This is an optimization exercise on Yosys and OpenROAD, whose aim is small area, not a production implementation.
In this exercise RTL edits were held to simulation tests only and were not proved equivalent to the original.
Power figures rest on the tool's default switching activity, not on a simulated workload.

==> flow/design.v <==
module event_monitor_top (
  input  logic        clk,
  input  logic        rst_n,
  input  logic [7:0]  probe_id,
  input  logic [31:0] probe_data,
  input  logic        bus_wr,
  input  logic        bus_rd,
  input  logic [7:0]  bus_addr,
  input  logic [31:0] bus_wdata,
  output logic [31:0] bus_rdata
);
  logic a_ctrl, a_tval, a_tmask, a_stat, a_ed, a_eid, a_ehi, a_ts;
  assign a_ctrl  = (bus_addr == 8'h00);
  assign a_tval  = (bus_addr == 8'h04);
  assign a_tmask = (bus_addr == 8'h08);
  assign a_stat  = (bus_addr == 8'h0C);
  assign a_ed    = (bus_addr == 8'h10);
  assign a_eid   = (bus_addr == 8'h14);
  assign a_ehi   = (bus_addr == 8'h18);
  assign a_ts    = (bus_addr == 8'h1C);
  logic [31:0] control, trig_value, trig_mask, ts;
  logic        clear_sticky;
  assign clear_sticky = bus_wr & a_ctrl & bus_wdata[3];
  always_ff @(posedge clk or negedge rst_n) begin
    if (!rst_n) begin
      control    <= '0;
      trig_value <= '0;
      trig_mask  <= '0;
    end else begin
      if (bus_wr & a_ctrl)  control    <= bus_wdata;
      if (bus_wr & a_tval)  trig_value <= bus_wdata;
      if (bus_wr & a_tmask) trig_mask  <= bus_wdata;
    end
  end
  logic en, arm, mode;
  assign en   = control[0];
  assign arm  = control[1];
  assign mode = control[2];
  always_ff @(posedge clk or negedge rst_n) begin
    if (!rst_n)               ts <= '0;
    else if (bus_wr & a_ts)   ts <= bus_wdata;
    else if (en)              ts <= ts + 32'd1;
  end
  logic [31:0] masked;
  logic        m_zero, prev_zero, hit, capture;
  assign masked = probe_data & trig_mask;
  assign m_zero = (masked == 32'd0);
  assign hit = mode ? (prev_zero & ~m_zero)
                    : (((probe_data ^ trig_value) & trig_mask) == 32'd0);
  assign capture = en & arm & hit;
  always_ff @(posedge clk or negedge rst_n) begin
    if (!rst_n) prev_zero <= 1'b1;
    else        prev_zero <= m_zero;
  end
  logic        push_pending;
  logic [71:0] pending;
  always_ff @(posedge clk) pending <= {ts, probe_id, probe_data};
  logic [71:0] mem [0:15];
  logic [3:0]  wptr, rptr;
  logic [4:0]  count;
  logic        empty, full, pop, push, ovf_d;
  logic        trig_sticky, ovf_sticky;
  assign empty = (count == 5'd0);
  assign full  = count[4];
  assign pop   = bus_rd & a_ehi & ~empty;
  assign push  = push_pending & (~full | pop);
  always_ff @(posedge clk or negedge rst_n) begin
    if (!rst_n) begin
      push_pending <= 1'b0;
      wptr  <= '0;
      rptr  <= '0;
      count <= '0;
      ovf_d <= 1'b0;
      trig_sticky <= 1'b0;
      ovf_sticky  <= 1'b0;
    end else begin
      push_pending <= capture;
      ovf_d <= push_pending & full & ~pop;
      if (push) wptr <= wptr + 4'd1;
      if (pop)  rptr <= rptr + 4'd1;
      if (push & ~pop) count <= count + 5'd1;
      else if (pop & ~push) count <= count - 5'd1;
      if (clear_sticky) begin
        trig_sticky <= 1'b0;
        ovf_sticky  <= 1'b0;
      end else begin
        if (capture) trig_sticky <= 1'b1;
        if (ovf_d)   ovf_sticky  <= 1'b1;
      end
    end
  end
  always_ff @(posedge clk) begin
    if (push) mem[wptr] <= pending;
  end
  logic [71:0] shown;
  always_ff @(posedge clk) shown <= empty ? pending : mem[rptr];
  always_comb begin
    bus_rdata = 32'd0;
    if (a_ctrl)  bus_rdata = bus_rdata | control;
    if (a_tval)  bus_rdata = bus_rdata | trig_value;
    if (a_tmask) bus_rdata = bus_rdata | trig_mask;
    if (a_stat)  bus_rdata = bus_rdata | {14'd0, ovf_sticky, trig_sticky, 3'd0, count, 6'd0, full, empty};
    if (a_ed & ~empty)  bus_rdata = bus_rdata | shown[31:0];
    if (a_eid & ~empty) bus_rdata = bus_rdata | shown[63:32];
    if (a_ehi & ~empty) bus_rdata = bus_rdata | {24'd0, shown[71:64]};
    if (a_ts)    bus_rdata = bus_rdata | ts;
  end
endmodule
export LEC_CHECK = 0
export CAP_MARGIN = 20
export CORE_MARGIN = 2
export CORE_UTILIZATION = 40
export SLEW_MARGIN = 20
create_clock -name core_clock -period 10.0 [get_ports {clk}]
run.sh (not shown) runs the stock make flow with config.mk's settings and CLKGATE_MAP_FILE= SYNTH_SCRIPT=/design/flow/synth_recipe.tcl, a recipe that flattens the netlist after the stock synthesis.
The baseline passed the timing, design-rule and antenna checks.
Rerun with:
- CORE_UTILIZATION: 40 -> 60
- CTS_BUF_LIST: unset -> sky130_fd_sc_hd__clkbuf_8
- CTS_CLUSTER_SIZE: unset -> 20
Effect: Via count rises by 3.8%; design area decreases by 1.7%; utilization grows by 22 points; routed wire length grows by 0.52%; clock-buffer cell count increases by 65; power fell by 4.8%.

-- separate check: timing with driven ports --
How much do the figures lean on ideal ports? The routed layouts below were timed once more, with nothing changed but the port constraints. Step 1: set_driving_cell puts a clkbuf_16 on clk and a buf_2 on each other input, an assumption about the parent block. Step 2, shift: input delay + t, output delay - t, t = (earliest + latest rising clock arrival at the registers) / 2. This alone moves slack from input paths to output paths. Slacks: ideal / step 1 / step 2; pairs: ideal / step 1.
| run | t (ns) | setup slack, ns | worst setup path after step 2 | worst register clock-pin slew, ns | worst slew at a driven data input, ns |
|---|---|---|---|---|---|
| the first run | 0.845 | 2.143 / 2.120 / 2.120 | input to output | 0.07 / 0.07 | 0.24 |
| the second run | 0.946 | 1.604 / 1.572 / 1.572 | input to output | 0.07 / 0.07 | 0.24 |
After both steps every run listed still meets setup and hold. For the second run, which loses most, drivers alone change the setup slack by -0.032 ns; drivers and shift together by -0.032 ns.
